From an optimization exercise on the open Yosys and OpenROAD flow, aimed at small area and a short achievable clock period; shortcuts taken in it are not production practice. At most, simulation tests tie the RTL to the original design; equivalence was not proved. No functional check of the RTL was part of run 1.

## flow/design.v (module list and top-level ports; edited modules follow where they fit)
// module ex2_1: 1962 lines
// module ex2_1_cs: 4 lines
// module ex2_1_fa: 4 lines
// module ex2_1_ha: 4 lines
// module ex2_1_pgi: 4 lines
// module ex2_1_pgn: 4 lines
// module ex2_1_x: 3 lines
// module ex2_1_xn: 3 lines
module ex2_1 (
	      input 		  clk, rst, validi,
	      input [31:0] 	  data_in,
	      output logic 	  valido,
	      output logic [31:0] data_out
	      );
  // ...
==> flow/run.sh <==
#!/bin/bash
# synth_recipe.tcl (not shown) runs the flow's synth.tcl, then flattens the netlist and writes it again
# the make line also repeats each setting of config.mk as NAME=value (left out here)
make -C /OpenROAD-flow-scripts/flow DESIGN_CONFIG=/design/flow/config.mk WORK_HOME=/design/flow/orfs CLKGATE_MAP_FILE= SYNTH_SCRIPT=/design/flow/synth_recipe.tcl finish
==> flow/config.mk <==
export PLATFORM = sky130hd
export DESIGN_NAME = ex2_1
export DESIGN_NICKNAME = ex2_1
export VERILOG_FILES = /design/flow/design.v
export SDC_FILE = /design/flow/constraint.sdc
export NUM_CORES = 4
export LEC_CHECK = 0
export CAP_MARGIN = 20
export CORE_MARGIN = 2
export CORE_UTILIZATION = 40
export SETUP_SLACK_MARGIN = 4.4
export SLEW_MARGIN = 20
export SYNTH_HIERARCHICAL = 1
export TNS_END_PERCENT = 0
==> flow/constraint.sdc <==
create_clock -name core_clock -period 8.0 [get_ports {clk}]
set_input_delay 1.6000 -clock core_clock [delete_from_list [all_inputs] [get_ports {clk}]]
set_output_delay 1.6000 -clock core_clock [all_outputs]
set_load 0.01 [all_outputs]
==> flow_summary_export.csv, run 1 <==
group,metric,value,unit
sta,maxSlewHeadroom,0.4436,
die,die-area,41630,sq um
detailed_routing,postRouteAntennaNets,0,
critical_path,r2r_slack,4020,ps
critical_path,end_kind,"register",
critical_path,crit_type,"in2reg",
clock_tree,postCtsHoldBufs,0,
flow_run,drv_cap,0,
sta,fin_setup_tns,0,ps
global_route,grt-busiest-layer,"met2",
sta,setup_ws,3917,ps
detailed_routing,routed_wl,53760,um
detailed_routing,wl_met2,23920,um
critical_path,cpPeakStageDelay,530,ps
global_route,grtUsageMet3,0.05724,
critical_path,required,8350,ps
layout,fin_cells,2096,
layout,multiInputGateArea,12330,sq um
clock_tree,clkTransAtPathRegs,70,ps
critical_path,cp_cell_sequence,"buf_2, buf_12, a22oi_2, xnor2_1, fa_1, fa_2, fa_2, xnor2_2, xnor2_1, xnor3_1, xnor3_1, xnor3_1",
clock_tree,tritoncts,"built",
placed_design,place_congestion,0.9112,
detailed_routing,wl_met1,21910,um
detailed_routing,first_pass_iters,6,
sta,hold_viol_final,0,
critical_path,r2r-end,"data_out[31]$_DFF_P_",
sta,setup-violations-final,0,
placed_design,place_area,17310,sq um
sta,worst_slew_pin_slew,834.6,ps
detailed_routing,route.met3.wl,4906,um
run_status,status,"finished clean",
critical_path,worst-endpoint-arrival,4430,ps
layout,mostFrequentLayoutCells,"xnor2_1, a22oi_1, fa_1, dfxtp_1, ha_1",
==> run 2, diff against run 1 <==
--- a/flow/design.v
+++ b/flow/design.v
@@ -107,16 +107,19 @@
    logic q88;
    logic q89;
    logic q90;
    logic q91;
    logic q92;
    logic q93;
    logic q94;
    logic q95;
+   logic q96;
+   logic q97;
+   logic q98;
    wire bo0, bt0, bn0;
    wire pp1;
    wire pp2;
    wire pp3;
    wire pp4;
    wire pp5;
    wire pp6;
    wire pp7;
@@ -741,29 +744,29 @@
    wire s611;
    wire s612;
    wire s613;
    wire s614;
    wire s615;
    wire s616;
    wire s617;
    wire s618;
-   wire s619;
+   wire c619;
    wire s620;
-   wire s621;
+   wire c621;
    wire s622;
-   wire s623;
+   wire c623;
    wire s624;
-   wire s625;
+   wire c625;
    wire s626;
-   wire s627;
+   wire c627;
    wire s628;
-   wire s629;
+   wire c629;
    wire s630;
-   wire s631;
+   wire c631;
    wire s632;
    wire c633;
    wire s634;
    wire c635;
    wire s636;
    wire c637;
    wire s638;
    wire c639;
@@ -771,17 +774,17 @@
    wire c641;
    wire s642;
    wire c643;
    wire s644;
    wire c645;
    wire s646;
    wire c647;
    wire s648;
-   wire c649;
+   wire s649;
    wire s650;
    wire c651;
    wire s652;
    wire c653;
    wire s654;
    wire c655;
    wire s656;
    wire c657;
@@ -809,197 +812,130 @@
    wire c679;
    wire s680;
    wire c681;
    wire s682;
    wire c683;
    wire s684;
    wire c685;
    wire s686;
-   wire c687;
-   wire s688;
-   wire c689;
-   wire s690;
-   wire c691;
-   wire s692;
-   wire c693;
-   wire s694;
-   wire c695;
-   wire s696;
-   wire c697;
-   wire s698;
+   wire s687;
+   wire c688;
+   wire s689;
+   wire c690;
+   wire s691;
+   wire c692;
+   wire s693;
+   wire c694;
+   wire s695;
+   wire c696;
+   wire s697;
+   wire c698;
    wire s699;
-   wire s700;
-   wire c701;
-   wire s702;
-   wire c703;
-   wire s704;
-   wire c705;
-   wire s706;
-   wire c707;
-   wire s708;
-   wire c709;
-   wire s710;
-   wire c711;
-   wire s712;
-   wire c713;
-   wire s714;
-   wire c715;
-   wire s716;
-   wire c717;
-   wire s718;
-   wire c719;
-   wire s720;
-   wire c721;
-   wire s722;
-   wire c723;
-   wire s724;
-   wire c725;
-   wire s726;
-   wire c727;
-   wire s728;
-   wire c729;
-   wire s730;
-   wire c731;
-   wire s732;
-   wire c733;
-   wire s734;
-   wire c735;
-   wire s736;
-   wire c737;
+   wire c700;
+   wire s701;
+   wire c702;
+   wire s703;
+   wire c704;
+   wire s705;
+   wire c706;
+   wire s707;
+   wire c708;
+   wire s709;
+   wire c710;
+   wire s711;
+   wire c712;
+   wire s713;
+   wire c714;
+   wire s715;
+   wire c716;
+   wire s717;
+   wire c718;
+   wire s719;
+   wire c720;
+   wire s721;
+   wire c722;
+   wire s723;
+   wire c724;
+   wire s725;
+   wire c726;
+   wire s727;
+   wire c728;
+   wire s729;
+   wire c730;
+   wire s731;
+   wire c732;
+   wire s733;
+   wire c734;
+   wire s735;
+   wire c736;
+   wire s737;
    wire s738;
    wire c739;
    wire s740;
    wire c741;
    wire s742;
    wire c743;
    wire s744;
    wire c745;
    wire s746;
    wire c747;
    wire s748;
    wire c749;
    wire s750;
-   wire s751;
-   wire c752;
-   wire s753;
-   wire c754;
-   wire s755;
-   wire c756;
-   wire s757;
-   wire c758;
-   wire s759;
-   wire c760;
-   wire s761;
-   wire c762;
-   wire s763;
-   wire c764;
-   wire s765;
-   wire c766;
-   wire s767;
-   wire c768;
-   wire s769;
-   wire c770;
-   wire s771;
-   wire c772;
-   wire s773;
-   wire c774;
-   wire s775;
-   wire c776;
-   wire s777;
-   wire c778;
-   wire s779;
-   wire c780;
-   wire s781;
-   wire c782;
-   wire s783;
-   wire c784;
-   wire s785;
-   wire c786;
-   wire s787;
-   wire c788;
-   wire s789;
-   wire c790;
-   wire s791;
-   wire c792;
-   wire s793;
-   wire c794;
-   wire s795;
-   wire c796;
-   wire s797;
-   wire c798;
-   wire s799;
-   wire c800;
-   wire s801;
-   wire c802;
-   wire s803;
-   wire c804;
-   wire s805;
-   wire c806;
-   wire s807;
-   wire c808;
-   wire s809;
-   wire c810;
-   wire s811;
-   wire c812;
-   wire s813;
-   wire c814;
-   wire s815;
-   wire c816;
-   wire s817;
-   wire c818;
-   wire s819;
-   wire c820;
-   wire s821;
-   wire c822;
-   wire s823;
-   wire c824;
-   wire s825;
-   wire c826;
-   wire s827;
-   wire c828;
-   wire s829;
-   wire c830;
-   wire s831;
-   wire c832;
-   wire s833;
-   wire c834;
-   wire s835;
-   wire c836;
-   wire s837;
-   wire c838;
-   wire s839;
-   wire c840;
-   wire s841;
-   wire c842;
-   wire s843;
-   wire c844;
-   wire s845;
-   wire c846;
-   wire s847;
-   wire c848;
-   wire s849;
-   wire c850;
-   wire s851;
-   wire c852;
-   wire s853;
-   wire c854;
-   wire s855;
-   wire c856;
-   wire s857;
-   wire c858;
-   wire s859;
-   wire c860;
-   wire s861;
-   wire c862;
-   wire s863;
-   wire c864;
-   wire s865;
-   wire s866;
-   wire s867;
+   wire c751;
+   wire s752;
+   wire c753;
+   wire s754;
+   wire c755;
+   wire s756;
+   wire c757;
+   wire s758;
+   wire c759;
+   wire s760;
+   wire c761;
+   wire s762;
+   wire c763;
+   wire s764;
+   wire c765;
+   wire s766;
+   wire c767;
+   wire s768;
+   wire c769;
+   wire s770;
+   wire c771;
+   wire s772;
+   wire c773;
+   wire s774;
+   wire c775;
+   wire s776;
+   wire c777;
+   wire s778;
+   wire c779;
+   wire s780;
+   wire c781;
+   wire s782;
+   wire c783;
+   wire s784;
+   wire c785;
+   wire s786;
+   wire c787;
+   wire s788;
+   wire c789;
+   wire s790;
+   wire c791;
+   wire s792;
+   wire c793;
+   wire s794;
+   wire c795;
+   wire s796;
+   wire c797;
+   wire s798;
+   wire c799;
+   wire s800;
    wire [31:0] ra, rb;
    wire [31:0] g0, p0, sum;
    wire xg1, xp1;
    wire xg2, xp2;
    wire xg3, xp3;
    wire xg4, xp4;
    wire xg5, xp5;
    wire xg6, xp6;
@@ -1179,18 +1115,21 @@
       q86 <= c564;
       q87 <= s581;
       q88 <= s583;
       q89 <= s601;
       q90 <= c582;
       q91 <= c584;
       q92 <= s603;
       q93 <= s605;
-      q94 <= s630;
-      q95 <= s631;
+      q94 <= s615;
+      q95 <= s616;
+      q96 <= c604;
+      q97 <= s617;
+      q98 <= c606;
       data_out <= sum;
    end
    assign bo0 = a[0] ^ 1'b0;
    assign bt0 = (a[1] & ~a[0] & ~1'b0) | (~a[1] & a[0] & 1'b0);
    assign bn0 = a[1] & ~(a[0] & 1'b0);
    assign pp1 = ((bo0 & data_in[0]) | (bt0 & 1'b0)) ^ bn0;
    assign pp2 = ((bo0 & data_in[1]) | (bt0 & data_in[0])) ^ bn0;
    assign pp3 = ((bo0 & data_in[2]) | (bt0 & data_in[1])) ^ bn0;
@@ -1670,164 +1609,123 @@
    ex2_1_fa us591 (.a(pp215), .b(pp229), .c(pp241), .s(s591), .co(c592));
    ex2_1_fa us593 (.a(pp251), .b(pp259), .c(pp265), .s(s593), .co(c594));
    ex2_1_fa us595 (.a(pp269), .b(pp271), .c(c566), .s(s595), .co(c596));
    ex2_1_fa us597 (.a(c568), .b(c570), .c(c572), .s(s597), .co(c598));
    ex2_1_fa us599 (.a(c574), .b(s585), .c(s587), .s(s599), .co(c600));
    ex2_1_fa us601 (.a(s589), .b(s591), .c(s593), .s(s601), .co(c602));
    ex2_1_fa us603 (.a(c576), .b(c578), .c(c580), .s(s603), .co(c604));
    ex2_1_fa us605 (.a(s595), .b(s597), .c(s599), .s(s605), .co(c606));
-   assign s607 = pp32 ^ pp62;
-   assign s608 = pp90 ^ pp116;
-   assign s609 = pp140 ^ pp162;
-   assign s610 = pp182 ^ pp200;
-   assign s611 = pp216 ^ pp230;
-   assign s612 = pp242 ^ pp252;
-   assign s613 = pp260 ^ pp266;
-   assign s614 = pp270 ^ pp272;
-   assign s615 = s607 ^ s608;
-   assign s616 = s609 ^ s610;
-   assign s617 = s611 ^ s612;
-   assign s618 = s613 ^ s614;
-   assign s619 = c586 ^ c588;
-   assign s620 = c590 ^ c592;
-   assign s621 = c594 ^ s615;
-   assign s622 = s616 ^ s617;
-   assign s623 = s618 ^ s619;
-   assign s624 = s620 ^ s621;
-   assign s625 = s622 ^ c596;
-   assign s626 = c598 ^ s623;
-   assign s627 = s624 ^ c600;
-   assign s628 = c602 ^ s625;
-   assign s629 = s626 ^ s627;
-   assign s630 = s628 ^ c604;
-   assign s631 = s629 ^ c606;
-   ex2_1_ha us632 (.a(q44), .b(q45), .s(s632), .co(c633));
-   ex2_1_ha us634 (.a(q49), .b(q50), .s(s634), .co(c635));
-   ex2_1_ha us636 (.a(q53), .b(q54), .s(s636), .co(c637));
-   ex2_1_ha us638 (.a(q57), .b(q58), .s(s638), .co(c639));
-   ex2_1_ha us640 (.a(q61), .b(q62), .s(s640), .co(c641));
-   ex2_1_ha us642 (.a(q65), .b(q66), .s(s642), .co(c643));
-   ex2_1_ha us644 (.a(q69), .b(q70), .s(s644), .co(c645));
-   ex2_1_fa us646 (.a(q73), .b(q74), .c(q75), .s(s646), .co(c647));
-   ex2_1_ha us648 (.a(q76), .b(q77), .s(s648), .co(c649));
-   ex2_1_fa us650 (.a(q79), .b(q80), .c(q81), .s(s650), .co(c651));
-   ex2_1_ha us652 (.a(q82), .b(q83), .s(s652), .co(c653));
-   ex2_1_fa us654 (.a(q84), .b(q85), .c(q86), .s(s654), .co(c655));
-   ex2_1_ha us656 (.a(q87), .b(q88), .s(s656), .co(c657));
-   ex2_1_fa us658 (.a(q89), .b(q90), .c(q91), .s(s658), .co(c659));
-   ex2_1_ha us660 (.a(q92), .b(q93), .s(s660), .co(c661));
-   ex2_1_ha us662 (.a(q22), .b(q23), .s(s662), .co(c663));
-   ex2_1_ha us664 (.a(q26), .b(q27), .s(s664), .co(c665));
-   ex2_1_ha us666 (.a(q29), .b(q30), .s(s666), .co(c667));
-   ex2_1_ha us668 (.a(q32), .b(q33), .s(s668), .co(c669));
-   ex2_1_ha us670 (.a(q35), .b(q36), .s(s670), .co(c671));
-   ex2_1_ha us672 (.a(q38), .b(q39), .s(s672), .co(c673));
-   ex2_1_ha us674 (.a(q41), .b(q42), .s(s674), .co(c675));
-   ex2_1_fa us676 (.a(q46), .b(q47), .c(q48), .s(s676), .co(c677));
-   ex2_1_fa us678 (.a(q51), .b(q52), .c(c633), .s(s678), .co(c679));
-   ex2_1_fa us680 (.a(q55), .b(q56), .c(c635), .s(s680), .co(c681));
-   ex2_1_fa us682 (.a(q59), .b(q60), .c(c637), .s(s682), .co(c683));
-   ex2_1_fa us684 (.a(q63), .b(q64), .c(c639), .s(s684), .co(c685));
-   ex2_1_fa us686 (.a(q67), .b(q68), .c(c641), .s(s686), .co(c687));
-   ex2_1_fa us688 (.a(q71), .b(q72), .c(c643), .s(s688), .co(c689));
-   ex2_1_fa us690 (.a(q78), .b(c645), .c(s648), .s(s690), .co(c691));
-   ex2_1_fa us692 (.a(c649), .b(s652), .c(c647), .s(s692), .co(c693));
-   ex2_1_fa us694 (.a(c653), .b(s656), .c(c651), .s(s694), .co(c695));
-   ex2_1_fa us696 (.a(c657), .b(s660), .c(c655), .s(s696), .co(c697));
-   assign s698 = q94 ^ q95;
-   assign s699 = c661 ^ c659;
-   ex2_1_ha us700 (.a(q7), .b(q8), .s(s700), .co(c701));
-   ex2_1_ha us702 (.a(q10), .b(q11), .s(s702), .co(c703));
-   ex2_1_ha us704 (.a(q12), .b(q13), .s(s704), .co(c705));
-   ex2_1_ha us706 (.a(q14), .b(q15), .s(s706), .co(c707));
-   ex2_1_ha us708 (.a(q16), .b(q17), .s(s708), .co(c709));
-   ex2_1_ha us710 (.a(q18), .b(q19), .s(s710), .co(c711));
-   ex2_1_ha us712 (.a(q20), .b(q21), .s(s712), .co(c713));
-   ex2_1_fa us714 (.a(q24), .b(q25), .c(s662), .s(s714), .co(c715));
-   ex2_1_fa us716 (.a(q28), .b(c663), .c(s664), .s(s716), .co(c717));
-   ex2_1_fa us718 (.a(q31), .b(c665), .c(s666), .s(s718), .co(c719));
-   ex2_1_fa us720 (.a(q34), .b(c667), .c(s668), .s(s720), .co(c721));
-   ex2_1_fa us722 (.a(q37), .b(c669), .c(s670), .s(s722), .co(c723));
-   ex2_1_fa us724 (.a(q40), .b(c671), .c(s672), .s(s724), .co(c725));
-   ex2_1_fa us726 (.a(q43), .b(c673), .c(s674), .s(s726), .co(c727));
-   ex2_1_fa us728 (.a(c675), .b(s632), .c(s676), .s(s728), .co(c729));
-   ex2_1_fa us730 (.a(s634), .b(c677), .c(s678), .s(s730), .co(c731));
-   ex2_1_fa us732 (.a(s636), .b(c679), .c(s680), .s(s732), .co(c733));
-   ex2_1_fa us734 (.a(s638), .b(c681), .c(s682), .s(s734), .co(c735));
-   ex2_1_fa us736 (.a(s640), .b(c683), .c(s684), .s(s736), .co(c737));
-   ex2_1_fa us738 (.a(s642), .b(c685), .c(s686), .s(s738), .co(c739));
-   ex2_1_fa us740 (.a(s644), .b(c687), .c(s688), .s(s740), .co(c741));
-   ex2_1_fa us742 (.a(s646), .b(c689), .c(s690), .s(s742), .co(c743));
-   ex2_1_fa us744 (.a(s650), .b(c691), .c(s692), .s(s744), .co(c745));
-   ex2_1_fa us746 (.a(s654), .b(c693), .c(s694), .s(s746), .co(c747));
-   ex2_1_fa us748 (.a(s658), .b(c695), .c(s696), .s(s748), .co(c749));
-   assign s750 = s698 ^ s699;
-   ex2_1_ha us751 (.a(q0), .b(q1), .s(s751), .co(c752));
-   ex2_1_cs us753 (.h(s751), .a(c752), .d(data_in[0]), .s(s753), .co(c754));
-   ex2_1_ha us755 (.a(q2), .b(data_in[1]), .s(s755), .co(c756));
-   ex2_1_ha us757 (.a(q3), .b(data_in[2]), .s(s757), .co(c758));
-   ex2_1_ha us759 (.a(q4), .b(data_in[3]), .s(s759), .co(c760));
-   ex2_1_ha us761 (.a(q5), .b(data_in[4]), .s(s761), .co(c762));
-   ex2_1_ha us763 (.a(q6), .b(data_in[5]), .s(s763), .co(c764));
-   ex2_1_ha us765 (.a(s700), .b(q9), .s(s765), .co(c766));
-   ex2_1_cs us767 (.h(s765), .a(c766), .d(data_in[6]), .s(s767), .co(c768));
-   ex2_1_ha us769 (.a(c701), .b(s702), .s(s769), .co(c770));
-   ex2_1_cs us771 (.h(s769), .a(c770), .d(data_in[7]), .s(s771), .co(c772));
-   ex2_1_ha us773 (.a(c703), .b(s704), .s(s773), .co(c774));
-   ex2_1_cs us775 (.h(s773), .a(c774), .d(data_in[8]), .s(s775), .co(c776));
-   ex2_1_ha us777 (.a(c705), .b(s706), .s(s777), .co(c778));
-   ex2_1_cs us779 (.h(s777), .a(c778), .d(data_in[9]), .s(s779), .co(c780));
-   ex2_1_ha us781 (.a(c707), .b(s708), .s(s781), .co(c782));
-   ex2_1_cs us783 (.h(s781), .a(c782), .d(data_in[10]), .s(s783), .co(c784));
-   ex2_1_ha us785 (.a(c709), .b(s710), .s(s785), .co(c786));
-   ex2_1_cs us787 (.h(s785), .a(c786), .d(data_in[11]), .s(s787), .co(c788));
-   ex2_1_ha us789 (.a(c711), .b(s712), .s(s789), .co(c790));
-   ex2_1_cs us791 (.h(s789), .a(c790), .d(data_in[12]), .s(s791), .co(c792));
-   ex2_1_ha us793 (.a(c713), .b(s714), .s(s793), .co(c794));
-   ex2_1_cs us795 (.h(s793), .a(c794), .d(data_in[13]), .s(s795), .co(c796));
-   ex2_1_ha us797 (.a(c715), .b(s716), .s(s797), .co(c798));
-   ex2_1_cs us799 (.h(s797), .a(c798), .d(data_in[14]), .s(s799), .co(c800));
-   ex2_1_ha us801 (.a(c717), .b(s718), .s(s801), .co(c802));
-   ex2_1_cs us803 (.h(s801), .a(c802), .d(data_in[15]), .s(s803), .co(c804));
-   ex2_1_ha us805 (.a(c719), .b(s720), .s(s805), .co(c806));
-   ex2_1_cs us807 (.h(s805), .a(c806), .d(data_in[16]), .s(s807), .co(c808));
-   ex2_1_ha us809 (.a(c721), .b(s722), .s(s809), .co(c810));
-   ex2_1_cs us811 (.h(s809), .a(c810), .d(data_in[17]), .s(s811), .co(c812));
-   ex2_1_ha us813 (.a(c723), .b(s724), .s(s813), .co(c814));
-   ex2_1_cs us815 (.h(s813), .a(c814), .d(data_in[18]), .s(s815), .co(c816));
-   ex2_1_ha us817 (.a(c725), .b(s726), .s(s817), .co(c818));
-   ex2_1_cs us819 (.h(s817), .a(c818), .d(data_in[19]), .s(s819), .co(c820));
-   ex2_1_ha us821 (.a(c727), .b(s728), .s(s821), .co(c822));
-   ex2_1_cs us823 (.h(s821), .a(c822), .d(data_in[20]), .s(s823), .co(c824));
-   ex2_1_ha us825 (.a(c729), .b(s730), .s(s825), .co(c826));
-   ex2_1_cs us827 (.h(s825), .a(c826), .d(data_in[21]), .s(s827), .co(c828));
-   ex2_1_ha us829 (.a(c731), .b(s732), .s(s829), .co(c830));
-   ex2_1_cs us831 (.h(s829), .a(c830), .d(data_in[22]), .s(s831), .co(c832));
-   ex2_1_ha us833 (.a(c733), .b(s734), .s(s833), .co(c834));
-   ex2_1_cs us835 (.h(s833), .a(c834), .d(data_in[23]), .s(s835), .co(c836));
-   ex2_1_ha us837 (.a(c735), .b(s736), .s(s837), .co(c838));
-   ex2_1_cs us839 (.h(s837), .a(c838), .d(data_in[24]), .s(s839), .co(c840));
-   ex2_1_ha us841 (.a(c737), .b(s738), .s(s841), .co(c842));
-   ex2_1_cs us843 (.h(s841), .a(c842), .d(data_in[25]), .s(s843), .co(c844));
-   ex2_1_ha us845 (.a(c739), .b(s740), .s(s845), .co(c846));
-   ex2_1_cs us847 (.h(s845), .a(c846), .d(data_in[26]), .s(s847), .co(c848));
-   ex2_1_ha us849 (.a(c741), .b(s742), .s(s849), .co(c850));
-   ex2_1_cs us851 (.h(s849), .a(c850), .d(data_in[27]), .s(s851), .co(c852));
-   ex2_1_ha us853 (.a(c743), .b(s744), .s(s853), .co(c854));
-   ex2_1_cs us855 (.h(s853), .a(c854), .d(data_in[28]), .s(s855), .co(c856));
-   ex2_1_ha us857 (.a(c745), .b(s746), .s(s857), .co(c858));
-   ex2_1_cs us859 (.h(s857), .a(c858), .d(data_in[29]), .s(s859), .co(c860));
-   ex2_1_ha us861 (.a(c747), .b(s748), .s(s861), .co(c862));
-   ex2_1_cs us863 (.h(s861), .a(c862), .d(data_in[30]), .s(s863), .co(c864));
-   assign s865 = c697 ^ s750;
-   assign s866 = data_in[31] ^ s865;
-   assign s867 = s866 ^ c749;
-   assign ra = {c864, c860, c856, c852, c848, c844, c840, c836, c832, c828, c824, c820, c816, c812, c808, c804, c800, c796, c792, c788, c784, c780, c776, c772, c768, c764, c762, c760, c758, c756, c754, s753};
-   assign rb = {s867, s863, s859, s855, s851, s847, s843, s839, s835, s831, s827, s823, s819, s815, s811, s807, s803, s799, s795, s791, s787, s783, s779, s775, s771, s767, s763, s761, s759, s757, s755, 1'b0};
+   assign s607 = pp32 ^ pp62 ^ pp90;
+   assign s608 = pp116 ^ pp140 ^ pp162;
+   assign s609 = pp182 ^ pp200 ^ pp216;
+   assign s610 = pp230 ^ pp242 ^ pp252;
+   assign s611 = pp260 ^ pp266 ^ pp270;
+   assign s612 = pp272 ^ c586 ^ c588;
+   assign s613 = c590 ^ c592 ^ c594;
+   assign s614 = s607 ^ s608 ^ s609;
+   assign s615 = s610 ^ s611 ^ c596;
+   assign s616 = c598 ^ s612 ^ s613;
+   assign s617 = s614 ^ c600 ^ c602;
+   ex2_1_ha us618 (.a(q44), .b(q45), .s(s618), .co(c619));
+   ex2_1_ha us620 (.a(q49), .b(q50), .s(s620), .co(c621));
+   ex2_1_ha us622 (.a(q53), .b(q54), .s(s622), .co(c623));
+   ex2_1_ha us624 (.a(q57), .b(q58), .s(s624), .co(c625));
+   ex2_1_ha us626 (.a(q61), .b(q62), .s(s626), .co(c627));
+   ex2_1_ha us628 (.a(q65), .b(q66), .s(s628), .co(c629));
+   ex2_1_ha us630 (.a(q69), .b(q70), .s(s630), .co(c631));
+   ex2_1_fa us632 (.a(q73), .b(q74), .c(q75), .s(s632), .co(c633));
+   ex2_1_ha us634 (.a(q76), .b(q77), .s(s634), .co(c635));
+   ex2_1_fa us636 (.a(q79), .b(q80), .c(q81), .s(s636), .co(c637));
+   ex2_1_ha us638 (.a(q82), .b(q83), .s(s638), .co(c639));
+   ex2_1_fa us640 (.a(q84), .b(q85), .c(q86), .s(s640), .co(c641));
+   ex2_1_ha us642 (.a(q87), .b(q88), .s(s642), .co(c643));
+   ex2_1_fa us644 (.a(q89), .b(q90), .c(q91), .s(s644), .co(c645));
+   ex2_1_ha us646 (.a(q92), .b(q93), .s(s646), .co(c647));
+   assign s648 = q94 ^ q95 ^ q96;
+   assign s649 = q97 ^ q98;
+   ex2_1_ha us650 (.a(q22), .b(q23), .s(s650), .co(c651));
+   ex2_1_ha us652 (.a(q26), .b(q27), .s(s652), .co(c653));
+   ex2_1_ha us654 (.a(q29), .b(q30), .s(s654), .co(c655));
+   ex2_1_ha us656 (.a(q32), .b(q33), .s(s656), .co(c657));
+   ex2_1_ha us658 (.a(q35), .b(q36), .s(s658), .co(c659));
+   ex2_1_ha us660 (.a(q38), .b(q39), .s(s660), .co(c661));
+   ex2_1_ha us662 (.a(q41), .b(q42), .s(s662), .co(c663));
+   ex2_1_fa us664 (.a(q46), .b(q47), .c(q48), .s(s664), .co(c665));
+   ex2_1_fa us666 (.a(q51), .b(q52), .c(c619), .s(s666), .co(c667));
+   ex2_1_fa us668 (.a(q55), .b(q56), .c(c621), .s(s668), .co(c669));
+   ex2_1_fa us670 (.a(q59), .b(q60), .c(c623), .s(s670), .co(c671));
+   ex2_1_fa us672 (.a(q63), .b(q64), .c(c625), .s(s672), .co(c673));
+   ex2_1_fa us674 (.a(q67), .b(q68), .c(c627), .s(s674), .co(c675));
+   ex2_1_fa us676 (.a(q71), .b(q72), .c(c629), .s(s676), .co(c677));
+   ex2_1_fa us678 (.a(q78), .b(c631), .c(s634), .s(s678), .co(c679));
+   ex2_1_fa us680 (.a(c635), .b(s638), .c(c633), .s(s680), .co(c681));
+   ex2_1_fa us682 (.a(c639), .b(s642), .c(c637), .s(s682), .co(c683));
+   ex2_1_fa us684 (.a(c643), .b(s646), .c(c641), .s(s684), .co(c685));
+   assign s686 = c647 ^ s649 ^ c645;
+   ex2_1_ha us687 (.a(q7), .b(q8), .s(s687), .co(c688));
+   ex2_1_ha us689 (.a(q10), .b(q11), .s(s689), .co(c690));
+   ex2_1_ha us691 (.a(q12), .b(q13), .s(s691), .co(c692));
+   ex2_1_ha us693 (.a(q14), .b(q15), .s(s693), .co(c694));
+   ex2_1_ha us695 (.a(q16), .b(q17), .s(s695), .co(c696));
+   ex2_1_ha us697 (.a(q18), .b(q19), .s(s697), .co(c698));
+   ex2_1_ha us699 (.a(q20), .b(q21), .s(s699), .co(c700));
+   ex2_1_fa us701 (.a(q24), .b(q25), .c(s650), .s(s701), .co(c702));
+   ex2_1_fa us703 (.a(q28), .b(c651), .c(s652), .s(s703), .co(c704));
+   ex2_1_fa us705 (.a(q31), .b(c653), .c(s654), .s(s705), .co(c706));
+   ex2_1_fa us707 (.a(q34), .b(c655), .c(s656), .s(s707), .co(c708));
+   ex2_1_fa us709 (.a(q37), .b(c657), .c(s658), .s(s709), .co(c710));
+   ex2_1_fa us711 (.a(q40), .b(c659), .c(s660), .s(s711), .co(c712));
+   ex2_1_fa us713 (.a(q43), .b(c661), .c(s662), .s(s713), .co(c714));
+   ex2_1_fa us715 (.a(c663), .b(s618), .c(s664), .s(s715), .co(c716));
+   ex2_1_fa us717 (.a(s620), .b(c665), .c(s666), .s(s717), .co(c718));
+   ex2_1_fa us719 (.a(s622), .b(c667), .c(s668), .s(s719), .co(c720));
+   ex2_1_fa us721 (.a(s624), .b(c669), .c(s670), .s(s721), .co(c722));
+   ex2_1_fa us723 (.a(s626), .b(c671), .c(s672), .s(s723), .co(c724));
+   ex2_1_fa us725 (.a(s628), .b(c673), .c(s674), .s(s725), .co(c726));
+   ex2_1_fa us727 (.a(s630), .b(c675), .c(s676), .s(s727), .co(c728));
+   ex2_1_fa us729 (.a(s632), .b(c677), .c(s678), .s(s729), .co(c730));
+   ex2_1_fa us731 (.a(s636), .b(c679), .c(s680), .s(s731), .co(c732));
+   ex2_1_fa us733 (.a(s640), .b(c681), .c(s682), .s(s733), .co(c734));
+   ex2_1_fa us735 (.a(s644), .b(c683), .c(s684), .s(s735), .co(c736));
+   assign s737 = s648 ^ c685 ^ s686;
+   ex2_1_fa us738 (.a(q0), .b(q1), .c(data_in[0]), .s(s738), .co(c739));
+   ex2_1_ha us740 (.a(q2), .b(data_in[1]), .s(s740), .co(c741));
+   ex2_1_ha us742 (.a(q3), .b(data_in[2]), .s(s742), .co(c743));
+   ex2_1_ha us744 (.a(q4), .b(data_in[3]), .s(s744), .co(c745));
+   ex2_1_ha us746 (.a(q5), .b(data_in[4]), .s(s746), .co(c747));
+   ex2_1_ha us748 (.a(q6), .b(data_in[5]), .s(s748), .co(c749));
+   ex2_1_fa us750 (.a(s687), .b(q9), .c(data_in[6]), .s(s750), .co(c751));
+   ex2_1_fa us752 (.a(c688), .b(s689), .c(data_in[7]), .s(s752), .co(c753));
+   ex2_1_fa us754 (.a(c690), .b(s691), .c(data_in[8]), .s(s754), .co(c755));
+   ex2_1_fa us756 (.a(c692), .b(s693), .c(data_in[9]), .s(s756), .co(c757));
+   ex2_1_fa us758 (.a(c694), .b(s695), .c(data_in[10]), .s(s758), .co(c759));
+   ex2_1_fa us760 (.a(c696), .b(s697), .c(data_in[11]), .s(s760), .co(c761));
+   ex2_1_fa us762 (.a(c698), .b(s699), .c(data_in[12]), .s(s762), .co(c763));
+   ex2_1_fa us764 (.a(c700), .b(s701), .c(data_in[13]), .s(s764), .co(c765));
+   ex2_1_fa us766 (.a(c702), .b(s703), .c(data_in[14]), .s(s766), .co(c767));
+   ex2_1_fa us768 (.a(c704), .b(s705), .c(data_in[15]), .s(s768), .co(c769));
+   ex2_1_fa us770 (.a(c706), .b(s707), .c(data_in[16]), .s(s770), .co(c771));
+   ex2_1_fa us772 (.a(c708), .b(s709), .c(data_in[17]), .s(s772), .co(c773));
+   ex2_1_fa us774 (.a(c710), .b(s711), .c(data_in[18]), .s(s774), .co(c775));
+   ex2_1_fa us776 (.a(c712), .b(s713), .c(data_in[19]), .s(s776), .co(c777));
+   ex2_1_fa us778 (.a(c714), .b(s715), .c(data_in[20]), .s(s778), .co(c779));
+   ex2_1_fa us780 (.a(c716), .b(s717), .c(data_in[21]), .s(s780), .co(c781));
+   ex2_1_fa us782 (.a(c718), .b(s719), .c(data_in[22]), .s(s782), .co(c783));
+   ex2_1_fa us784 (.a(c720), .b(s721), .c(data_in[23]), .s(s784), .co(c785));
+   ex2_1_fa us786 (.a(c722), .b(s723), .c(data_in[24]), .s(s786), .co(c787));
+   ex2_1_fa us788 (.a(c724), .b(s725), .c(data_in[25]), .s(s788), .co(c789));
+   ex2_1_fa us790 (.a(c726), .b(s727), .c(data_in[26]), .s(s790), .co(c791));
+   ex2_1_fa us792 (.a(c728), .b(s729), .c(data_in[27]), .s(s792), .co(c793));
+   ex2_1_fa us794 (.a(c730), .b(s731), .c(data_in[28]), .s(s794), .co(c795));
+   ex2_1_fa us796 (.a(c732), .b(s733), .c(data_in[29]), .s(s796), .co(c797));
+   ex2_1_fa us798 (.a(c734), .b(s735), .c(data_in[30]), .s(s798), .co(c799));
+   assign s800 = c736 ^ s737 ^ data_in[31];
+   assign ra = {c799, c797, c795, c793, c791, c789, c787, c785, c783, c781, c779, c777, c775, c773, c771, c769, c767, c765, c763, c761, c759, c757, c755, c753, c751, c749, c747, c745, c743, c741, c739, s738};
+   assign rb = {s800, s798, s796, s794, s792, s790, s788, s786, s784, s782, s780, s778, s776, s774, s772, s770, s768, s766, s764, s762, s760, s758, s756, s754, s752, s750, s748, s746, s744, s742, s740, 1'b0};
    assign g0 = ra & rb;
    assign p0 = ra ^ rb;
    ex2_1_pgi ug1 (.gh(g0[1]), .ph(p0[1]), .gl(g0[0]), .pl(1'b1), .gn(xg1), .pn(xp1));
    ex2_1_pgi ug2 (.gh(g0[3]), .ph(p0[3]), .gl(g0[2]), .pl(p0[2]), .gn(xg2), .pn(xp2));
    ex2_1_pgi ug3 (.gh(g0[5]), .ph(p0[5]), .gl(g0[4]), .pl(p0[4]), .gn(xg3), .pn(xp3));
    ex2_1_pgi ug4 (.gh(g0[7]), .ph(p0[7]), .gl(g0[6]), .pl(p0[6]), .gn(xg4), .pn(xp4));
    ex2_1_pgi ug5 (.gh(g0[9]), .ph(p0[9]), .gl(g0[8]), .pl(p0[8]), .gn(xg5), .pn(xp5));
    ex2_1_pgi ug6 (.gh(g0[11]), .ph(p0[11]), .gl(g0[10]), .pl(p0[10]), .gn(xg6), .pn(xp6));
@@ -1955,20 +1853,16 @@
    ex2_1_xn us25 (.a(p0[25]), .b(xg85), .y(sum[25]));
    ex2_1_xn us26 (.a(p0[26]), .b(xg66), .y(sum[26]));
    ex2_1_xn us27 (.a(p0[27]), .b(xg87), .y(sum[27]));
    ex2_1_xn us28 (.a(p0[28]), .b(xg67), .y(sum[28]));
    ex2_1_xn us29 (.a(p0[29]), .b(xg89), .y(sum[29]));
    ex2_1_xn us30 (.a(p0[30]), .b(xg68), .y(sum[30]));
    ex2_1_xn us31 (.a(p0[31]), .b(xg91), .y(sum[31]));
 endmodule
-module ex2_1_cs (input h, a, d, output s, co);
-   assign s = h ^ d;
-   assign co = a | (h & d);
-endmodule
 module ex2_1_fa (input a, b, c, output s, co);
    assign s = a ^ b ^ c;
    assign co = (a & b) | (c & (a ^ b));
 endmodule
 module ex2_1_ha (input a, b, output s, co);
    assign s = a ^ b;
    assign co = a & b;
 endmodule
==> flow/flow/run.sh (new file) <==
#!/bin/bash
# The standard layout, except that the port buffers are plain buf_4 cells rather
# than the delay cells buffer_ports picks by default. make's full output goes to flow_make.log.
set -euo pipefail
bash standard.sh "BUFFER_PORTS_ARGS=-buffer_cell sky130_fd_sc_hd__buf_4" finish > flow_make.log 2>&1
==> flow/standard.sh (new file) <==
#!/bin/bash
# synth_recipe.tcl (not shown) runs the flow's synth.tcl, then flattens the netlist and writes it again
# the make line also repeats each setting of config.mk as NAME=value (left out here)
make -C /OpenROAD-flow-scripts/flow DESIGN_CONFIG=/design/flow/config.mk WORK_HOME=/design/flow/orfs CLKGATE_MAP_FILE= SYNTH_SCRIPT=/design/flow/synth_recipe.tcl "${@:-finish}"
removed: flow/run.sh
==> run 2 against run 1 <==
Via count shrank 5.0%. Critical endpoint is now q97$_DFF_P_. Clock skew shrank 6.4 ps. Global-route usage shrank 2.1 points. Worst setup slack gained 310 ps. Register-to-register slack gained 270 ps. Design area shrank 4.0%. Synthesized area shrank 1.5%.
==> flow_summary_export.csv, run 2 <==
group,metric,value,unit
critical_path,required,8350,ps
placed_design,dpl.cell_count,1940,
placed_design,place_congestion,0.8779,
sta,fmax,0.2647,GHz
min_path,min-delay-start,"cnt[0]$_DFF_PP0_",
clock_tree,cts_sinks,166,
die,die-area,41030,sq um
detailed_routing,routed_wl,50660,um
critical_path,worst-endpoint-arrival,4130,ps
global_route,gr-usage-all-layers,0.2452,
global_route,grt_max_degree,64,
die,num_rows,72,
layout,drive_gt1_frac,0.1749,
detailed_routing,via_per_inst,5.820,
critical_path,r2r-end,"data_out[31]$_DFF_P_",
min_path,holdPathEnd,"cnt[0]$_DFF_PP0_",
global_route,grt_pass1_vias,11770,
layout,nFillCells,3545,
die,die_x,202.6,um
layout,fin_util,0.4620,
sta,finalClockSkew,10.21,ps
global_route,grt_overflow,0,
layout,largestRegisters,"a (32), data_out (32), cnt (2)",
placed_design,place_area,16640,sq um
global_route,grt_pass1_wl,74470,um
logic_synthesis,netlist_instances,1458,
sta,finalCritPeriodShare,0.4722,
layout,mostFrequentLayoutCells,"xnor2_1, fa_1, a22oi_1, dfxtp_1, buf_4",
logic_synthesis,postSynthAreaPerCell,10.82,sq um
global_route,antenna_found_initial,0,
detailed_routing,postRouteAntennaNets,0,
clock_tree,clkTransAtPathRegs,80,ps
clock_tree,cts-root-buf,"clkbuf_16",
sta,fin_setup_tns,0,ps
layout,fin_nets,1792,
detailed_routing,wl_per_cell,25.49,um
layout,multiInputGateArea,11980,sq um
critical_path,rr_worst_depth,13,
sta,finalCriticalPeriod,3778,ps
detailed_routing,route.detailed.drc,0,
placed_design,hpwl,34960,um
min_path,hp-class,"reg2reg",
layout,syn_to_final_growth,13.50,%
min_path,whs_path_depth,1,
critical_path,cp_max_fo,18,
critical_path,end_kind,"register",
sta,setup-violations-final,0,
critical_path,crit_type,"in2reg",
logic_synthesis,yosys_warnings,7,
die,chipHeight,202.6,um
layout,seqCellArea,3343,sq um
critical_path,worstReg2RegStart,"q81$_DFF_P_",
layout,mostFrequentLayoutCell,"xnor2_1",
critical_path,worstSetupStartpointType,"input pin",
clock_tree,clk_path_buf_depth,2,
die,core_area,38740,sq um
sta,setup_ws,4222,ps
clock_tree,htreeDepth,4,
sta,worst_slew_pin_slew,823.8,ps
detailed_routing,route.vias.total,11560,
die,start_util,0.4071,
placed_design,portBuffers,67,
sta,drv_slew,0,
run_status,status,"finished clean",
clock_tree,cts_buffers,17,
logic_synthesis,synth_area,15770,sq um
clock_tree,clk_latency,470,ps
placed_design,dpl_worst_slack,3551,ps
sta,rsz0062_at_grt,"yes",
critical_path,r2r_slack,4290,ps
sta,maxSlewHeadroom,0.4508,
sta,hold_viol_final,0,
layout,diodes,0,
layout,fin_cells,1987,
detailed_routing,first_pass_iters,6,
detailed_routing,dr.first_iter.drc_count,1403,
die,ios,68,
sta,fin_hold_ws,451.4,ps
layout,final_cell_area,17900,sq um
clock_tree,tritoncts,"built",
flow_run,drv_cap,0,
[run 2: what timing repair did]
item	CTS	global route
endpoints found under the setup margin	25	17
hold buffers	0	0
buffers inserted	2	8
gates resized for setup	72	27
gates cloned	0	5
pin swaps	20	16
[run 2: area by class of cell]
cell class / instances / area share
Multi-Input combinational cell: 1118 / 0.6692
Sequential cell: 166 / 0.1868
Timing Repair Buffer: 102 / 0.06124
Tap cell: 518 / 0.03621
Clock buffer: 17 / 0.02377
Inverter: 51 / 0.01154
Clock inverter: 15 / 0.01126
[run 2: layer usage]
layer	vias up	track usage	part of all wire
li1	4949	-	-
met1	5848	0.3545	0.43
met2	673	0.3668	0.44
met3	94	0.05843	0.10
met4	0	0.06621	0.028
met5	-	0	0
[run 2: worst max path at each step]
stage	cells past startpoint	to	slack, ps	startpoint
3_3_place_gp	10	q97$_DFF_P_	3580	data_in[4]
2_1_floorplan	11	q97$_DFF_P_	3860	data_in[7]
3_5_place_dp	10	q97$_DFF_P_	3550	data_in[4]
6_report	10	q97$_DFF_P_	4220	data_in[16]
4_1_cts	13	data_out[31]$_DFF_P_	4290	q81$_DFF_P_
5_1_grt	10	q97$_DFF_P_	4190	data_in[16]
[run 2: critical path, cell delays in order]
cell     delay (ps)
buf_6           150
a22oi_2         230
xnor2_1         180
fa_1            500
fa_2            400
xnor2_2         180
xnor3_1         240
xnor3_1         190
xnor3_1         230
xnor3_1         210
==> run 3, diff against run 2 <==
==> flow/flow/run.sh (replaced) <==
#!/bin/bash
# The standard layout, except that the port buffers are plain buf_1 cells rather
# than the delay cells buffer_ports picks by default. make's full output goes to flow_make.log.
set -euo pipefail
bash standard.sh "BUFFER_PORTS_ARGS=-buffer_cell sky130_fd_sc_hd__buf_1" finish > flow_make.log 2>&1
==> run 3 against run 2 <==
Still clean on timing, DRC and antenna. Synthesized area is the same. Via count rose by 5.6%. Die area did not move. Utilization up 1.3 points. Final cell count is 3.2% higher. Highest routed layer unchanged.
==> flow_summary_export.csv, run 3 <==
group,metric,value,unit
clock_tree,clkTransAtPathRegs,70,ps
layout,final_cell_area,18410,sq um
clock_tree,clk_path_buf_depth,2,
sta,finalCriticalPeriod,3827,ps
logic_synthesis,yosys_warnings,7,
detailed_routing,first_pass_iters,8,
layout,diodes,0,
sta,setup-violations-final,0,
sta,maxSlewHeadroom,0.3544,
die,num_rows,72,
sta,fmax,0.2613,GHz
min_path,hp-class,"reg2reg",
global_route,antenna_found_initial,0,
clock_tree,tritoncts,"built",
global_route,grt_pass1_wl,83830,um
critical_path,cpPeakStageDelay,450,ps
critical_path,worst-endpoint-arrival,4170,ps
die,die-area,41030,sq um
clock_tree,cts-root-buf,"clkbuf_16",
logic_synthesis,synth_area,15770,sq um
detailed_routing,route.vias.total,12210,
detailed_routing,route.detailed.drc,0,
die,start_util,0.4071,
placed_design,place_area,16570,sq um
sta,fin_hold_ws,446.6,ps
global_route,grt_pass1_vias,12720,
run_status,status,"finished clean",
detailed_routing,routed_wl,56740,um
die,ios,68,
placed_design,hpwl,35330,um
detailed_routing,via_per_inst,5.958,
logic_synthesis,netlist_instances,1458,
detailed_routing,dr.first_iter.drc_count,1348,
critical_path,critPathTopFamily,"simple AND/OR/NAND/NOR gates",
critical_path,end_kind,"register",
critical_path,required,8340,ps
global_route,grt_overflow,0,
placed_design,dpl.cell_count,1962,
global_route,grt_max_degree,64,
critical_path,cp_max_fo,7,
clock_tree,htreeDepth,4,
logic_synthesis,postSynthAreaPerCell,10.82,sq um
clock_tree,cts_sinks,166,
critical_path,crit_type,"in2reg",
critical_path,worstSetupStartpointType,"input pin",
placed_design,portBuffers,67,
layout,fin_nets,1855,
clock_tree,clk_latency,470,ps
detailed_routing,postRouteAntennaNets,0,
placed_design,place_congestion,0.8564,
layout,largestRegisters,"a (32), data_out (32), cnt (2)",
sta,worst_slew_pin_slew,968.4,ps
critical_path,cp_cell_sequence,"buf_1, buf_12, buf_4, fa_1, ha_1, nand2_1, nor2_1, nand2_1, nor2_1, a21oi_2, xnor2_1",
detailed_routing,wl_per_cell,27.68,um
die,die_x,202.6,um
flow_run,drv_cap,0,
critical_path,crit_buf_inv,3,
sta,drv_slew,0,
die,chipHeight,202.6,um
layout,drive_gt1_frac,0.1841,
global_route,gr-usage-all-layers,0.2811,
sta,fin_setup_tns,0,ps
sta,rsz0062_at_grt,"yes",
die,core_area,38740,sq um
layout,nFillCells,3549,
sta,finalClockSkew,11.24,ps
layout,fin_cells,2050,
layout,mostFrequentLayoutCell,"xnor2_1",
clock_tree,cts_buffers,17,
layout,mostFrequentLayoutCells,"xnor2_1, fa_1, a22oi_1, dfxtp_1, ha_1",
layout,syn_to_final_growth,16.77,%
critical_path,worst_path_max_delay_cell,"fa_1",
sta,finalCritPeriodShare,0.4784,
sta,hold_viol_final,0,
==> run 3: changes by cell type in the layout (fill, tap and decap cells not counted), moves of 5 or more <==
cell       delta
clkbuf_16     -5
buf_1        +41
buf_6        +11
bufbuf_16    +11
xnor2_2       +8
xnor2_1       -8
buf_8         -5
buf_12        +9
==> run 3: worst register-to-register path, stage by stage (launching register included) <==
cell and delay (ps):
dfxtp_1 350, fa_1 470, fa_1 470, fa_1 600
fa_1 480, ha_4 310, nand2_1 120, nor2_2 190
nand2_1 120, nor2_2 180, a21oi_4 100, inv_1 100
a21oi_2 60, xnor2_1 120
==> run 3: area by class of cell <==
class	instances	area [sq um]	area share
repair buffers	165	1653	0.08977
flip-flops and latches	166	3343	0.1816
multi-input cells	1118	12020	0.6527
clock buffers	18	439.2	0.02385
clock inverters	14	116.4	0.006320
well taps	518	648.1	0.03520
inverters	51	195.2	0.01060
==> run 3: path summary, 6_finish.rpt <==
path / start / end / slack [ps] / depth (start not counted)
setup / recovery: data_in[16] / data_out[18]$_DFF_P_ / 4170 / 11
hold / removal: cnt[0]$_DFF_PP0_ / cnt[0]$_DFF_PP0_ / 450 / 1
setup reg to reg: q73$_DFF_P_ / data_out[31]$_DFF_P_ / 4240 / 13
hold reg to reg: cnt[0]$_DFF_PP0_ / cnt[0]$_DFF_PP0_ / 450 / 1
max in group asynchronous: rst / valido$_DFF_PP0_ / 6900 / 2
min in group asynchronous: rst / cnt[1]$_DFF_PP0_ / 970 / 2
==> run 3: per-layer routing <==
metal / wire [um] / part of all wire / global-route usage
met5: 0 / 0 / 0
met4: 2591 / 0.046 / 0.1246
met3: 5709 / 0.10 / 0.06501
met2: 25240 / 0.44 / 0.4374
met1: 23200 / 0.41 / 0.3743
==> run 3: per-stage QoR <==
stage	utilization	setup WS, ps
after floorplan	-	3862
after global placement	0.4276	3253
after detailed placement	0.4276	3189
after CTS	0.4734	4265
after global routing	0.4753	4143
final	0.4753	4173
==> run 3: what timing repair did <==
item                       CTS  global route
setup endpoints to repair   95            60
cloned                      11             0
resized for setup          132            14
buffers inserted            45             0
hold buffers                 0             0
pin swaps                   29             7
==> run 4, diff against run 3 <==
==> flow/run.sh (new file) <==
#!/bin/bash
# synth_recipe.tcl (not shown) runs the flow's synth.tcl, then flattens the netlist and writes it again
# the make line also repeats each setting of config.mk as NAME=value (left out here)
make -C /OpenROAD-flow-scripts/flow DESIGN_CONFIG=/design/flow/config.mk WORK_HOME=/design/flow/orfs CLKGATE_MAP_FILE= SYNTH_SCRIPT=/design/flow/synth_recipe.tcl finish
removed: flow/flow/run.sh
removed: flow/standard.sh
==> run 4 against run 3 <==
Non-clock buffer count fell by 26. Utilization shrank 0.097 points. Sequential share of layout area barely moved. Synthesized cell count unchanged. Register-to-register slack is essentially flat. Clock-buffer cell count grew 3. Wire length fell by 5.0%. Global-route usage fell by 1.2 points. Final cell count fell by 1.4%. Fmax increased by 0.10%. Die area is the same. Critical path type unchanged.
==> flow_summary_export.csv, run 4 <==
group,metric,value,unit
clock_tree,cts-root-buf,"clkbuf_16",
layout,fin_util,0.4744,
layout,drive_gt1_frac,0.1695,
critical_path,required,8340,ps
critical_path,worst-endpoint-arrival,4160,ps
critical_path,cp_cell_sequence,"buf_8, buf_12, a22oi_2, xnor2_2, fa_1, fa_2, xnor2_2, xnor3_1, xnor3_1, xnor3_1, xnor3_1",
sta,fmax,0.2616,GHz
sta,finalCriticalPeriod,3823,ps
clock_tree,cts_sinks,166,
die,die_x,202.6,um
sta,fin_setup_tns,0,ps
sta,fin_hold_ws,435.9,ps
critical_path,worst_path_max_delay_cell,"fa_1",
sta,maxSlewHeadroom,0.4577,
clock_tree,clk_path_buf_depth,2,
critical_path,crit_type,"in2reg",
layout,mostFrequentLayoutCells,"xnor2_1, fa_1, a22oi_1, dfxtp_1, ha_1",
layout,fin_cells,2022,
global_route,antenna_found_initial,1,
critical_path,end_kind,"register",
global_route,grt_pass1_wl,80960,um
placed_design,dpl.cell_count,1958,
detailed_routing,postRouteAntennaNets,0,
global_route,grt_max_degree,64,
layout,fin_nets,1829,
layout,mostFrequentLayoutCell,"xnor2_1",
layout,nFillCells,3605,
clock_tree,tritoncts,"built",
global_route,grt_overflow,0,
sta,finalCritPeriodShare,0.4779,
sta,rsz0062_at_grt,"yes",
detailed_routing,first_pass_iters,8,
sta,finalClockSkew,12.04,ps
layout,diodes,0,
clock_tree,cts_buffers,17,
placed_design,place_congestion,0.9032,
die,start_util,0.4071,
detailed_routing,dr.first_iter.drc_count,1231,
layout,syn_to_final_growth,16.53,%
logic_synthesis,synth_area,15770,sq um
die,chipHeight,202.6,um
global_route,grt_pass1_vias,12240,
detailed_routing,route.vias.total,11920,
run_status,status,"finished clean",
detailed_routing,via_per_inst,5.896,
sta,drv_slew,0,
die,core_area,38740,sq um
placed_design,hpwl,35720,um
placed_design,portBuffers,67,
clock_tree,clk_latency,460,ps
flow_run,drv_cap,0,
logic_synthesis,yosys_warnings,7,
sta,hold_viol_final,0,
logic_synthesis,postSynthAreaPerCell,10.82,sq um
clock_tree,htreeDepth,4,
critical_path,cpPeakStageDelay,550,ps
detailed_routing,routed_wl,53880,um
min_path,hp-class,"reg2reg",
detailed_routing,route.detailed.drc,0,
global_route,gr-usage-all-layers,0.2691,
layout,largestRegisters,"a (32), data_out (32), cnt (2)",
die,num_rows,72,
critical_path,crit_top_cell,"xnor3_1",
die,die-area,41030,sq um
critical_path,cp_max_fo,4,
sta,setup-violations-final,0,
logic_synthesis,netlist_instances,1458,
detailed_routing,wl_per_cell,26.65,um
clock_tree,clkTransAtPathRegs,70,ps
die,ios,68,
clock_tree,postCtsHoldBufs,0,
critical_path,worstSetupStartpointType,"input pin",
sta,worst_slew_pin_slew,813.5,ps
==> run 4: timing repair <==
item,4_1_cts,5_1_grt
buffers inserted,27,0
pin swaps,33,10
cloned,7,0
gates resized for setup,251,18
endpoints found under the hold margin,0,0
endpoints found under the setup margin,123,49
==> run 4: worst paths after layout <==
| path | from | end | slack, ps | depth (start not counted) |
|---|---|---|---|---|
| max in group asynchronous | rst | cnt[0]$_DFF_PP0_ | 6560 | 2 |
| setup reg to reg | a[15]$_DFF_P_ | q97$_DFF_P_ | 4250 | 10 |
| min in group asynchronous | rst | valido$_DFF_PP0_ | 1320 | 2 |
| hold / removal | cnt[0]$_DFF_PP0_ | cnt[0]$_DFF_PP0_ | 440 | 1 |
| setup / recovery | data_in[13] | q97$_DFF_P_ | 4180 | 11 |
| hold reg to reg | cnt[0]$_DFF_PP0_ | cnt[0]$_DFF_PP0_ | 440 | 1 |
==> run 4: through the flow <==
| stage | worst slack [ps] | cell area [sq um] |
|---|---|---|
| 5_1_grt | 4111 | 18380 |
| 6_report | 4177 | 18380 |
| 2_1_floorplan | 3862 | 15900 |
| 3_3_place_gp | 2910 | 16950 |
| 4_1_cts | 4262 | 18300 |
| 3_5_place_dp | 2825 | 16950 |
==> run 4: final cells by class <==
type / instances / area (sq um) / area share
clock buffer: 21 / 471.7 / 0.02567
clock inverter: 9 / 92.59 / 0.005039
inverter: 51 / 200.2 / 0.01089
multi-input combinational: 1118 / 12010 / 0.6534
sequential: 166 / 3343 / 0.1819
tap: 518 / 648.1 / 0.03527
timing repair buffer: 139 / 1613 / 0.08777
==> run 4: layer usage <==
| layer | share of wire | up-vias | routed length, um | global-route usage |
|---|---|---|---|---|
| li1 | - | 5025 | - | - |
| met1 | 0.41 | 6043 | 22240 | 0.3681 |
| met2 | 0.44 | 719 | 23910 | 0.4123 |
| met3 | 0.11 | 133 | 5823 | 0.06982 |
| met4 | 0.035 | 2 | 1894 | 0.09645 |
| met5 | 0.00022 | - | 12 | 0 |
==> run 4: worst max-delay path, delay by kind of cell <==
kind / cells / cell delay [ps]
XOR/XNOR: 6 / 1150
AO/OA/AOI/OAI: 1 / 210
adder cells (fa/ha/maj): 2 / 960
buffers and inverters: 2 / 230
==> run 5, diff against run 4 <==
==> flow/flow/run.sh (new file) <==
#!/bin/bash
# The standard layout, except that the port buffers are plain buf_2 cells rather
# than the delay cells buffer_ports picks by default. make's full output goes to flow_make.log.
set -euo pipefail
bash standard.sh "BUFFER_PORTS_ARGS=-buffer_cell sky130_fd_sc_hd__buf_2" finish > flow_make.log 2>&1
==> flow/standard.sh (new file) <==
#!/bin/bash
# synth_recipe.tcl (not shown) runs the flow's synth.tcl, then flattens the netlist and writes it again
# the make line also repeats each setting of config.mk as NAME=value (left out here)
make -C /OpenROAD-flow-scripts/flow DESIGN_CONFIG=/design/flow/config.mk WORK_HOME=/design/flow/orfs CLKGATE_MAP_FILE= SYNTH_SCRIPT=/design/flow/synth_recipe.tcl "${@:-finish}"
removed: flow/run.sh
==> run 5 against run 4 <==
Still clean on timing, DRC and antenna. Wire length decreased by 9.3%. Non-clock buffer count down 45. Global-route usage down 2.8 points. Final cell count down 2.1%. Worst hold slack improved by 12 ps. Fmax rose by 1.8%. Largest cell class unchanged. Highest routed layer unchanged.
==> flow_summary_export.csv, run 5 <==
group,metric,value,unit
global_route,grt_pass1_wl,73490,um
die,num_rows,72,
die,ios,68,
detailed_routing,dr.first_iter.drc_count,1050,
critical_path,crit_buf_inv,1,
sta,finalCritPeriodShare,0.4693,
global_route,antenna_found_initial,2,
critical_path,crit_type,"in2reg",
sta,finalCriticalPeriod,3755,ps
sta,rsz0062_at_grt,"yes",
clock_tree,clk_path_buf_depth,2,
critical_path,crit_top_cell,"xnor3_1",
global_route,gr-usage-all-layers,0.2413,
layout,mostFrequentLayoutCell,"xnor2_1",
logic_synthesis,netlist_instances,1458,
sta,drv_slew,0,
logic_synthesis,synth_area,15770,sq um
critical_path,critPathTopFamily,"XOR/XNOR gates",
critical_path,worst-endpoint-arrival,4090,ps
critical_path,cp_max_fo,28,
detailed_routing,first_pass_iters,6,
clock_tree,htreeDepth,4,
detailed_routing,routed_wl,48890,um
critical_path,worst_path_max_delay_cell,"fa_1",
global_route,grt_overflow,0,
min_path,hp-class,"reg2reg",
layout,syn_to_final_growth,11.55,%
critical_path,required,8340,ps
die,chipHeight,202.6,um
layout,diodes,0,
die,core_area,38740,sq um
logic_synthesis,postSynthAreaPerCell,10.82,sq um
clock_tree,clkTransAtPathRegs,70,ps
clock_tree,cts-root-buf,"clkbuf_16",
critical_path,worstSetupStartpointType,"input pin",
sta,setup_ws,4245,ps
clock_tree,tritoncts,"built",
critical_path,rr_worst_depth,11,
clock_tree,cts_buffers,17,
detailed_routing,route.vias.total,11310,
layout,drive_gt1_frac,0.1684,
layout,mostFrequentLayoutCells,"xnor2_1, fa_1, a22oi_1, dfxtp_1, ha_1",
critical_path,cpPeakStageDelay,520,ps
detailed_routing,postRouteAntennaNets,0,
placed_design,portBuffers,67,
layout,nFillCells,3623,
placed_design,place_area,16490,sq um
sta,worst_slew_pin_slew,800.7,ps
min_path,whs_path_depth,1,
detailed_routing,route.detailed.drc,0,
clock_tree,postCtsHoldBufs,0,
die,die_x,202.6,um
critical_path,end_kind,"register",
sta,fmax,0.2663,GHz
placed_design,hpwl,34650,um
sta,finalClockSkew,15.67,ps
detailed_routing,via_per_inst,5.713,
sta,setup-violations-final,0,
global_route,grt_pass1_vias,11820,
clock_tree,cts_sinks,166,
detailed_routing,wl_per_cell,24.70,um
sta,fin_setup_tns,0,ps
layout,final_cell_area,17590,sq um
die,start_util,0.4071,
clock_tree,clk_latency,460,ps
critical_path,cp_cell_sequence,"buf_12, a22oi_2, xnor2_2, fa_1, fa_2, xnor2_2, xnor3_1, xnor3_1, xnor3_1, xnor3_1",
die,die-area,41030,sq um
logic_synthesis,yosys_warnings,7,
placed_design,place_congestion,0.8909,
layout,largestRegisters,"a (32), data_out (32), cnt (2)",
global_route,grt_max_degree,49,
run_status,status,"finished clean",
flow_run,drv_cap,0,
layout,fin_nets,1784,
sta,hold_viol_final,0,
sta,maxSlewHeadroom,0.4654,
critical_path,crit_cells,10,
layout,fin_util,0.4541,
placed_design,dpl_worst_slack,3320,ps
run 5: path summary, 6_finish.rpt:
check / slack [ps] / to / start
setup / recovery: 4250 / q97$_DFF_P_ / data_in[6]
hold / removal: 450 / cnt[0]$_DFF_PP0_ / cnt[0]$_DFF_PP0_
setup reg to reg: 4270 / q97$_DFF_P_ / a[11]$_DFF_P_
hold reg to reg: 450 / cnt[0]$_DFF_PP0_ / cnt[0]$_DFF_PP0_
max in group asynchronous: 6870 / cnt[0]$_DFF_PP0_ / rst
min in group asynchronous: 1000 / valido$_DFF_PP0_ / rst
run 5: layout make-up:
cell class | instances | area, sq um | area share
clock inverter | 13 | 135.1 | 0.007682
clock buffer | 19 | 442.9 | 0.02518
inverter | 51 | 196.4 | 0.01117
sequential | 166 | 3343 | 0.1901
multi-input combinational | 1118 | 11970 | 0.6806
tap | 518 | 648.1 | 0.03685
timing repair buffer | 94 | 852.1 | 0.04844
run 5: through the flow:
| stage | cells | hold WS (ps) |
|---|---|---|
| 2_1_floorplan | 1459 | 359.1 |
| 3_3_place_gp | 1942 | 418.2 |
| 3_5_place_dp | 1942 | 439.9 |
| 4_1_cts | 1975 | 448.6 |
| 5_1_grt | 1979 | 478.2 |
| 6_report | 1979 | 447.4 |
run 5: layer usage:
layer  GRT usage  wire (um)
met3     0.05746       4435
met1      0.3363      21010
met5           0          8
met2      0.3705      22180
met4     0.07742       1253
run 5: what timing repair did:
action | 4_1_cts | 5_1_grt
cloned | 0 | 1
pin swaps | 17 | 3
gates resized for setup | 109 | 9
endpoints found under the setup margin | 65 | 16
buffers inserted | 1 | 3

==> afterwards: timing with drivers on the ports <==
No port has a modelled driver above. Below, the same layouts with a new extraction and two added sets of constraints.
Step 1 assumes that a clkbuf_16 drives the clock port and a buf_2 every other input.
Step 2, shift: input delay + t, output delay - t, t = (earliest + latest rising clock arrival at the registers) / 2. This alone moves slack from input paths to output paths.
Three values: no drivers, after step 1, after step 2; two values: the first two.
run	t (ns)	setup slack, ns	hold slack, ns
run 1	0.513	3.917 / 3.949 / 3.436	0.441 / 0.441 / 0.441
run 2	0.512	4.222 / 4.127 / 3.615	0.451 / 0.451 / 0.451
run 3	0.514	4.173 / 4.201 / 3.687	0.447 / 0.447 / 0.447
run 4	0.508	4.177 / 4.190 / 3.682	0.436 / 0.436 / 0.436
run 5	0.508	4.245 / 4.239 / 3.731	0.447 / 0.447 / 0.447
After both steps every run listed still meets setup and hold. For run 2, which loses most, drivers alone change the setup slack by -0.095 ns; drivers and shift together by -0.607 ns.
